This design comes from an exercise in tuning for small area, a short achievable clock period and few clock cycles per item on the open sky130 flow, not from production work. Where RTL was checked, it was by simulation tests only, not by an equivalence proof against the original.

==> inputs of run a <==
==> flow/design.v <==
`timescale 1ns / 1ps
module rotr
    #(parameter BW = 64)
    (
        input [BW - 1:0] val,     
        input [5:0] n_1,          
        input [5:0] n_2,          
        output [BW - 1:0] out
    );
    assign out = ((val >> n_1) | (val << (BW - n_1))) ^ ((val >> n_2) | (val << (BW - n_2)));
endmodule
module ascon_xor (input a, input b, output y);
    assign y = a ^ b;
endmodule
module ascon_xnor (input a, input b, output y);
    assign y = ~(a ^ b);
endmodule
module ascon_orn (input a, input b, output y);
    assign y = a | ~b;
endmodule
module ascon_or (input a, input b, output y);
    assign y = a | b;
endmodule
module ascon_muxi (input s, input a, input b, output y);
    assign y = ~(s ? a : b);
endmodule
module ascon_c1 (input x1, input x2, input x3, output y);
    assign y = x1 ? ~(x3 & x2) : (x3 & ~x2);
endmodule
module ascon_c1i (input x1, input x2n, input x3, output y);
    assign y = x1 ? ~(x3 & ~x2n) : (x3 & x2n);
endmodule
module ascon_c3 (input x0, input x3, input x4, output y);
    assign y = (x3 & x0) | (x3 & ~x4) | (x0 & ~x4);
endmodule
module ascon_nxt (input ld, input d, input h, input q, input advn, input rn, output n);
    assign n = ~((advn | rn) & ~((ld & d) | (h & q)));
endmodule
module ascon_rd (input [4:0] s, input [4:0] x, output y);
    assign y = |(s & x);
endmodule
`timescale 1ns / 1ps
module round_counter (
    input            clk,
    input            rstn,
    input            en,       
    input            inc,      
    output reg [3:0] dout,     
    output reg       done,     
    output           adv,      
    output     [3:0] knext     
);
    assign adv   = rstn & ~en & inc & ~done;
    assign knext = (dout == 4'd11) ? 4'd0 : dout + 4'd1;
    always @(posedge clk) begin
        if (!rstn || en) begin
            dout <= 4'd0;
            done <= 1'b0;
        end else if (inc && !done) begin
            dout <= dout + 4'd1;
            if (dout == 4'd11)
                done <= 1'b1;
        end
    end
endmodule
`timescale 1ns / 1ps
module ascon_p_serial_multiround     
     #(parameter BW = 64) (
         input clk,
         input rstn,
         input en,                        
         input en_inc,                    
         input [2:0] slice_idx,           
         input [BW-1:0] slice_in,         
         output reg [BW-1:0] slice_out,   
         output done                      
     );
    reg  [BW-1:0] x0, x1, x2, x3, x4;
    wire [3:0]    round;
    wire [3:0]    knext;
    wire          adv;
    round_counter round_ctr (
        .clk(clk), .rstn(rstn), .en(en), .inc(en_inc),
        .dout(round), .done(done), .adv(adv), .knext(knext)
    );
    wire [7:0] kadd = {knext, knext};     
    wire [BW-1:0] d0, d1, d2, d3, d4n;    
    genvar i;
    generate
        for (i = 0; i < BW; i = i + 1) begin : g_sbox
            wire b0, b2, t0n, t2n, c0, c1, c2n, c3, e4, b4;
            ascon_xor  XB0(.a(x0[i]), .b(x4[i]), .y(b0));
            ascon_orn  T2 (.a(x3[i]), .b(x4[i]), .y(t2n));           
            if (i >= 4 && i < 8) begin : g_inv
                ascon_xnor XB2(.a(x2[i]), .b(x1[i]), .y(b2));
                ascon_or   T0 (.a(x1[i]), .b(x2[i]), .y(t0n));       
                ascon_c1i  C1 (.x1(x1[i]), .x2n(x2[i]), .x3(x3[i]), .y(c1));
            end else begin : g_pos
                ascon_xor  XB2(.a(x2[i]), .b(x1[i]), .y(b2));
                ascon_orn  T0 (.a(x1[i]), .b(x2[i]), .y(t0n));       
                ascon_c1   C1 (.x1(x1[i]), .x2(x2[i]), .x3(x3[i]), .y(c1));
            end
            ascon_xnor XC0(.a(b0), .b(t0n), .y(c0));                 
            ascon_xor  XC2(.a(b2), .b(t2n), .y(c2n));                
            ascon_c3   C3 (.x0(x0[i]), .x3(x3[i]), .x4(x4[i]), .y(c3));
            ascon_xnor XE4(.a(x3[i]), .b(x0[i]), .y(e4));
            ascon_xor  XB4(.a(x4[i]), .b(x3[i]), .y(b4));
            ascon_muxi C4 (.s(x1[i]), .a(e4), .b(b4), .y(d4n[i]));   
            ascon_xnor XD0(.a(c0), .b(d4n[i]), .y(d0[i]));           
            ascon_xor  XD1(.a(c1), .b(c0), .y(d1[i]));               
            ascon_xnor XD3(.a(c3), .b(c2n), .y(d3[i]));              
            assign d2[i] = c2n;                                      
        end
    endgenerate
    wire ld0 = rstn & en & (slice_idx == 3'd0);
    wire ld1 = rstn & en & (slice_idx == 3'd1);
    wire ld2 = rstn & en & (slice_idx == 3'd2);
    wire ld3 = rstn & en & (slice_idx == 3'd3);
    wire ld4 = rstn & en & (slice_idx == 3'd4);
    wire h0  = rstn & ~ld0 & ~adv;
    wire h1  = rstn & ~ld1 & ~adv;
    wire h2  = rstn & ~ld2 & ~adv;
    wire h3  = rstn & ~ld3 & ~adv;
    wire h4  = rstn & ~ld4 & ~adv;
    wire advn = ~adv;
    wire [BW-1:0] n0, n1, n2, n3, n4;
    generate
        for (i = 0; i < BW; i = i + 1) begin : g_lin
            wire p0, p1, p2, p3, p4;      
            wire r0, r1, r2, r3, r4;      
            wire e2;
            ascon_xor  P0(.a(d0[(i+19)%64]),  .b(d0[(i+28)%64]),  .y(p0));
            ascon_xor  P1(.a(d1[(i+61)%64]),  .b(d1[(i+39)%64]),  .y(p1));
            ascon_xor  P2(.a(d2[(i+1)%64]),   .b(d2[(i+6)%64]),   .y(p2));
            ascon_xor  P3(.a(d3[(i+10)%64]),  .b(d3[(i+17)%64]),  .y(p3));
            ascon_xor  P4(.a(d4n[(i+7)%64]),  .b(d4n[(i+41)%64]), .y(p4));
            ascon_xnor R0(.a(p0), .b(d0[i]),  .y(r0));
            ascon_xnor R1(.a(p1), .b(d1[i]),  .y(r1));
            if (i < 8) begin : g_rc
                ascon_xor  K2(.a(d2[i]), .b(kadd[i]), .y(e2));
            end else begin : g_norc
                assign e2 = d2[i];
            end
            ascon_xnor R2(.a(p2), .b(e2),     .y(r2));
            ascon_xnor R3(.a(p3), .b(d3[i]),  .y(r3));
            ascon_xor  R4(.a(p4), .b(d4n[i]), .y(r4));              
            ascon_nxt  N0(.ld(ld0), .d(slice_in[i]), .h(h0), .q(x0[i]), .advn(advn), .rn(r0), .n(n0[i]));
            ascon_nxt  N1(.ld(ld1), .d(slice_in[i]), .h(h1), .q(x1[i]), .advn(advn), .rn(r1), .n(n1[i]));
            ascon_nxt  N2(.ld(ld2), .d(slice_in[i]), .h(h2), .q(x2[i]), .advn(advn), .rn(r2), .n(n2[i]));
            ascon_nxt  N3(.ld(ld3), .d(slice_in[i]), .h(h3), .q(x3[i]), .advn(advn), .rn(r3), .n(n3[i]));
            ascon_nxt  N4(.ld(ld4), .d(slice_in[i]), .h(h4), .q(x4[i]), .advn(advn), .rn(r4), .n(n4[i]));
        end
    endgenerate
    always @(posedge clk) begin
        x0 <= n0; x1 <= n1; x2 <= n2; x3 <= n3; x4 <= n4;
    end
    wire [4:0] sel;
    assign sel[0] = (slice_idx == 3'd0);
    assign sel[1] = (slice_idx == 3'd1);
    assign sel[2] = (slice_idx == 3'd2);
    assign sel[3] = (slice_idx == 3'd3);
    assign sel[4] = (slice_idx == 3'd4);
    wire [BW-1:0] rd;
    generate
        for (i = 0; i < BW; i = i + 1) begin : g_rd
            ascon_rd RD(.s(sel), .x({x4[i], x3[i], x2[i], x1[i], x0[i]}), .y(rd[i]));
        end
    endgenerate
    always @(posedge clk)
        slice_out <= rd;
endmodule
==> flow/flow/run.sh <==
#!/bin/bash
# Layout flow: the standard ORFS flow (standard.sh, all steps from
# synthesis to the final DEF), with the port buffers made of plain
# sky130_fd_sc_hd__buf_2 cells instead of the delay buffers buffer_ports
# picks by default. Everything ORFS prints goes to run_standard.log here;
# each ORFS step also keeps its own log under orfs/logs/.
set -euo pipefail
export BUFFER_PORTS_ARGS="-buffer_cell sky130_fd_sc_hd__buf_2"
bash standard.sh > run_standard.log 2>&1
==> flow/standard.sh <==
#!/bin/bash
# synth_recipe.tcl (not shown) runs the flow's synth.tcl, then flattens the netlist and writes it again
# the make line also repeats each setting of config.mk as NAME=value (left out here)
make -C /OpenROAD-flow-scripts/flow DESIGN_CONFIG=/design/flow/config.mk WORK_HOME=/design/flow/orfs CLKGATE_MAP_FILE= SYNTH_SCRIPT=/design/flow/synth_recipe.tcl "${@:-finish}"
==> flow/config.mk <==
export PLATFORM = sky130hd
export DESIGN_NAME = ascon_p_serial_multiround
export DESIGN_NICKNAME = ascon_p_serial_multiround
export VERILOG_FILES = /design/flow/design.v
export SDC_FILE = /design/flow/constraint.sdc
export NUM_CORES = 4
export LEC_CHECK = 0
export CAP_MARGIN = 20
export CORE_MARGIN = 2
export CORE_UTILIZATION = 50
export CTS_BUF_LIST = sky130_fd_sc_hd__clkbuf_16
export CTS_CLUSTER_DIAMETER = 85
export CTS_CLUSTER_SIZE = 25
export GPL_TIMING_DRIVEN = 0
export PLACE_DENSITY = 0.72
export SETUP_SLACK_MARGIN = 1.9
export SLEW_MARGIN = 60
export SYNTH_HIERARCHICAL = 1
export SYNTH_MINIMUM_KEEP_SIZE = 0
==> flow/constraint.sdc <==
create_clock -name core_clock -period 4.2 [get_ports {clk}]
set_input_delay 0.8400 -clock core_clock [delete_from_list [all_inputs] [get_ports {clk}]]
set_output_delay 0.8400 -clock core_clock [all_outputs]
set_load 0.01 [all_outputs]
==> run b (differences from run a) <==
==> flow/design.v (replaced) <==
`timescale 1ns / 1ps
module rotr
    #(parameter BW = 64)
    (
        input [BW - 1:0] val,     
        input [5:0] n_1,          
        input [5:0] n_2,          
        output [BW - 1:0] out
    );
    assign out = ((val >> n_1) | (val << (BW - n_1))) ^ ((val >> n_2) | (val << (BW - n_2)));
endmodule
module ascon_xor (input a, input b, output y);
    assign y = a ^ b;
endmodule
module ascon_xnor (input a, input b, output y);
    assign y = ~(a ^ b);
endmodule
module ascon_orn (input a, input b, output y);
    assign y = a | ~b;
endmodule
module ascon_nxt (input ld, input d, input h, input q, input advn, input rn, output n);
    assign n = ~((advn | rn) & ~((ld & d) | (h & q)));
endmodule
module ascon_rd (input [4:0] s, input [4:0] x, output y);
    assign y = |(s & x);
endmodule
`timescale 1ns / 1ps
module round_counter (
    input            clk,
    input            rstn,
    input            en,       
    input            inc,      
    output reg [3:0] dout,     
    output reg       done,     
    output           adv       
);
    assign adv = rstn & ~en & inc & ~done;
    always @(posedge clk) begin
        if (!rstn || en) begin
            dout <= 4'd0;
            done <= 1'b0;
        end else if (inc && !done) begin
            dout <= dout + 4'd1;
            if (dout == 4'd11)
                done <= 1'b1;
        end
    end
endmodule
`timescale 1ns / 1ps
module ascon_p_serial_multiround     
     #(parameter BW = 64) (
         input clk,
         input rstn,
         input en,                        
         input en_inc,                    
         input [2:0] slice_idx,           
         input [BW-1:0] slice_in,         
         output reg [BW-1:0] slice_out,   
         output done                      
     );
    reg  [BW-1:0] x0, x1, x2, x3, x4;
    wire [3:0]    round;
    wire          adv;
    round_counter round_ctr (
        .clk(clk), .rstn(rstn), .en(en), .inc(en_inc),
        .dout(round), .done(done), .adv(adv)
    );
    wire [7:0] rc = {~round, round};
    wire [BW-1:0] b0, b2, b4;             
    wire [BW-1:0] t0, t1, t2, t3, t4;     
    wire [BW-1:0] c0, c1, c3, c4;         
    wire [BW-1:0] d0, d1, d2, d3;         
    wire [BW-1:0] d4 = c4;
    genvar i;
    generate
        for (i = 0; i < BW; i = i + 1) begin : g_sbox
            ascon_xor XB0(.a(x0[i]), .b(x4[i]), .y(b0[i]));
            ascon_xor XB4(.a(x4[i]), .b(x3[i]), .y(b4[i]));
            if (i < 8) begin : g_rc
                wire x2c;
                ascon_xor XRC(.a(x2[i]), .b(rc[i]), .y(x2c));
                ascon_xor XB2(.a(x2c), .b(x1[i]), .y(b2[i]));
            end else begin : g_norc
                ascon_xor XB2(.a(x2[i]), .b(x1[i]), .y(b2[i]));
            end
            ascon_orn A0(.a(x1[i]), .b(b2[i]), .y(t0[i]));
            ascon_orn A1(.a(b2[i]), .b(x3[i]), .y(t1[i]));
            ascon_orn A2(.a(x3[i]), .b(b4[i]), .y(t2[i]));
            ascon_orn A3(.a(b4[i]), .b(b0[i]), .y(t3[i]));
            ascon_orn A4(.a(b0[i]), .b(x1[i]), .y(t4[i]));
            ascon_xnor XC0(.a(b0[i]), .b(t0[i]), .y(c0[i]));
            ascon_xnor XC1(.a(x1[i]), .b(t1[i]), .y(c1[i]));
            ascon_xor  XC2(.a(b2[i]), .b(t2[i]), .y(d2[i]));
            ascon_xnor XC3(.a(x3[i]), .b(t3[i]), .y(c3[i]));
            ascon_xnor XC4(.a(b4[i]), .b(t4[i]), .y(c4[i]));
            ascon_xor  XD0(.a(c0[i]), .b(c4[i]), .y(d0[i]));
            ascon_xor  XD1(.a(c1[i]), .b(c0[i]), .y(d1[i]));
            ascon_xnor XD3(.a(c3[i]), .b(d2[i]), .y(d3[i]));    
        end
    endgenerate
    wire ld0 = rstn & en & (slice_idx == 3'd0);
    wire ld1 = rstn & en & (slice_idx == 3'd1);
    wire ld2 = rstn & en & (slice_idx == 3'd2);
    wire ld3 = rstn & en & (slice_idx == 3'd3);
    wire ld4 = rstn & en & (slice_idx == 3'd4);
    wire h0  = rstn & ~ld0 & ~adv;
    wire h1  = rstn & ~ld1 & ~adv;
    wire h2  = rstn & ~ld2 & ~adv;
    wire h3  = rstn & ~ld3 & ~adv;
    wire h4  = rstn & ~ld4 & ~adv;
    wire advn = ~adv;
    wire [BW-1:0] n0, n1, n2, n3, n4;
    generate
        for (i = 0; i < BW; i = i + 1) begin : g_lin
            wire p0, p1, p2, p3, p4;      
            wire r0, r1, r2, r3, r4;      
            ascon_xor  P0(.a(d0[(i+19)%64]), .b(d0[(i+28)%64]), .y(p0));
            ascon_xor  P1(.a(d1[(i+61)%64]), .b(d1[(i+39)%64]), .y(p1));
            ascon_xor  P2(.a(d2[(i+1)%64]),  .b(d2[(i+6)%64]),  .y(p2));
            ascon_xor  P3(.a(d3[(i+10)%64]), .b(d3[(i+17)%64]), .y(p3));
            ascon_xor  P4(.a(d4[(i+7)%64]),  .b(d4[(i+41)%64]), .y(p4));
            ascon_xnor R0(.a(p0), .b(d0[i]), .y(r0));
            ascon_xnor R1(.a(p1), .b(d1[i]), .y(r1));
            ascon_xnor R2(.a(p2), .b(d2[i]), .y(r2));
            ascon_xnor R3(.a(p3), .b(d3[i]), .y(r3));
            ascon_xnor R4(.a(p4), .b(d4[i]), .y(r4));
            ascon_nxt  N0(.ld(ld0), .d(slice_in[i]), .h(h0), .q(x0[i]), .advn(advn), .rn(r0), .n(n0[i]));
            ascon_nxt  N1(.ld(ld1), .d(slice_in[i]), .h(h1), .q(x1[i]), .advn(advn), .rn(r1), .n(n1[i]));
            ascon_nxt  N2(.ld(ld2), .d(slice_in[i]), .h(h2), .q(x2[i]), .advn(advn), .rn(r2), .n(n2[i]));
            ascon_nxt  N3(.ld(ld3), .d(slice_in[i]), .h(h3), .q(x3[i]), .advn(advn), .rn(r3), .n(n3[i]));
            ascon_nxt  N4(.ld(ld4), .d(slice_in[i]), .h(h4), .q(x4[i]), .advn(advn), .rn(r4), .n(n4[i]));
        end
    endgenerate
    always @(posedge clk) begin
        x0 <= n0; x1 <= n1; x2 <= n2; x3 <= n3; x4 <= n4;
    end
    wire [4:0] sel;
    assign sel[0] = (slice_idx == 3'd0);
    assign sel[1] = (slice_idx == 3'd1);
    assign sel[2] = (slice_idx == 3'd2);
    assign sel[3] = (slice_idx == 3'd3);
    assign sel[4] = (slice_idx == 3'd4);
    wire [BW-1:0] rd;
    generate
        for (i = 0; i < BW; i = i + 1) begin : g_rd
            ascon_rd RD(.s(sel), .x({x4[i], x3[i], x2[i], x1[i], x0[i]}), .y(rd[i]));
        end
    endgenerate
    always @(posedge clk)
        slice_out <= rd;
endmodule
==> flow/run.sh (new file) <==
#!/bin/bash
# synth_recipe.tcl (not shown) runs the flow's synth.tcl, then flattens the netlist and writes it again
# the make line also repeats each setting of config.mk as NAME=value (left out here)
make -C /OpenROAD-flow-scripts/flow DESIGN_CONFIG=/design/flow/config.mk WORK_HOME=/design/flow/orfs CLKGATE_MAP_FILE= SYNTH_SCRIPT=/design/flow/synth_recipe.tcl finish
CORE_UTILIZATION = 60   (was 50)
CTS_BUF_LIST = not set   (was sky130_fd_sc_hd__clkbuf_16)
CTS_CLUSTER_DIAMETER = not set   (was 85)
CTS_CLUSTER_SIZE = not set   (was 25)
GPL_TIMING_DRIVEN = not set   (was 0)
PLACE_DENSITY = not set   (was 0.72)
SETUP_SLACK_MARGIN = not set   (was 1.9)
SLEW_MARGIN = 20   (was 60)
removed: flow/flow/run.sh
removed: flow/standard.sh
==> notes <==
- In run a the global-route usage is lower than in run b, by 8.7 points.
- Of run a and run b, run a has the higher register-to-register slack (gap 780 ps).
- Sequential share of layout area: run b is higher than run a (2.0 points).
- Synthesized cell count is about the same in run b and run a.
- Against run a, the critical path depth of run b is higher by 1.
- In run b the utilization is higher than in run a, by 7.3 points.
- Of run b and run a, run a has the higher maximum frequency (gap 24%, measured against run a).
- Of run b and run a, run a has the higher die area (gap about 17%, measured against run a).
Testbench counts of run a, summed over its fixed seeds: cycles 6,576, items 384.
Function not checked in run b: the RTL went through the layout flow alone.

[port drivers added, routing unchanged]
In the flow no input, the clock included, has a driving cell. The finished layouts below were timed again as built, in two steps. Step 1, drivers: a clkbuf_16 drives clk and a buf_2 each remaining input, both assumed. Step 2 adds t to the input delays and takes it off the output delays; t is the mean of the earliest and latest rising clock arrival at the registers after step 1. Input paths then give back, and output paths get back, about the clock's delay inside the block. Slacks: no drivers / after step 1 / after step 2; pairs: no drivers / after step 1.
| run | shift t [ns] | slack for setup (ns) | clock arrival spread, ns |
|---|---|---|---|
| run a | 0.680 | 1.770 / 1.770 / 1.279 | 0.021 / 0.022 |
| run b | 0.662 | 0.986 / 0.986 / 0.703 | 0.024 / 0.024 |
After both steps every run listed still meets setup and hold. The setup slack of run a, which loses most, moves by 0.000 ns with the drivers and by -0.491 ns with both steps.
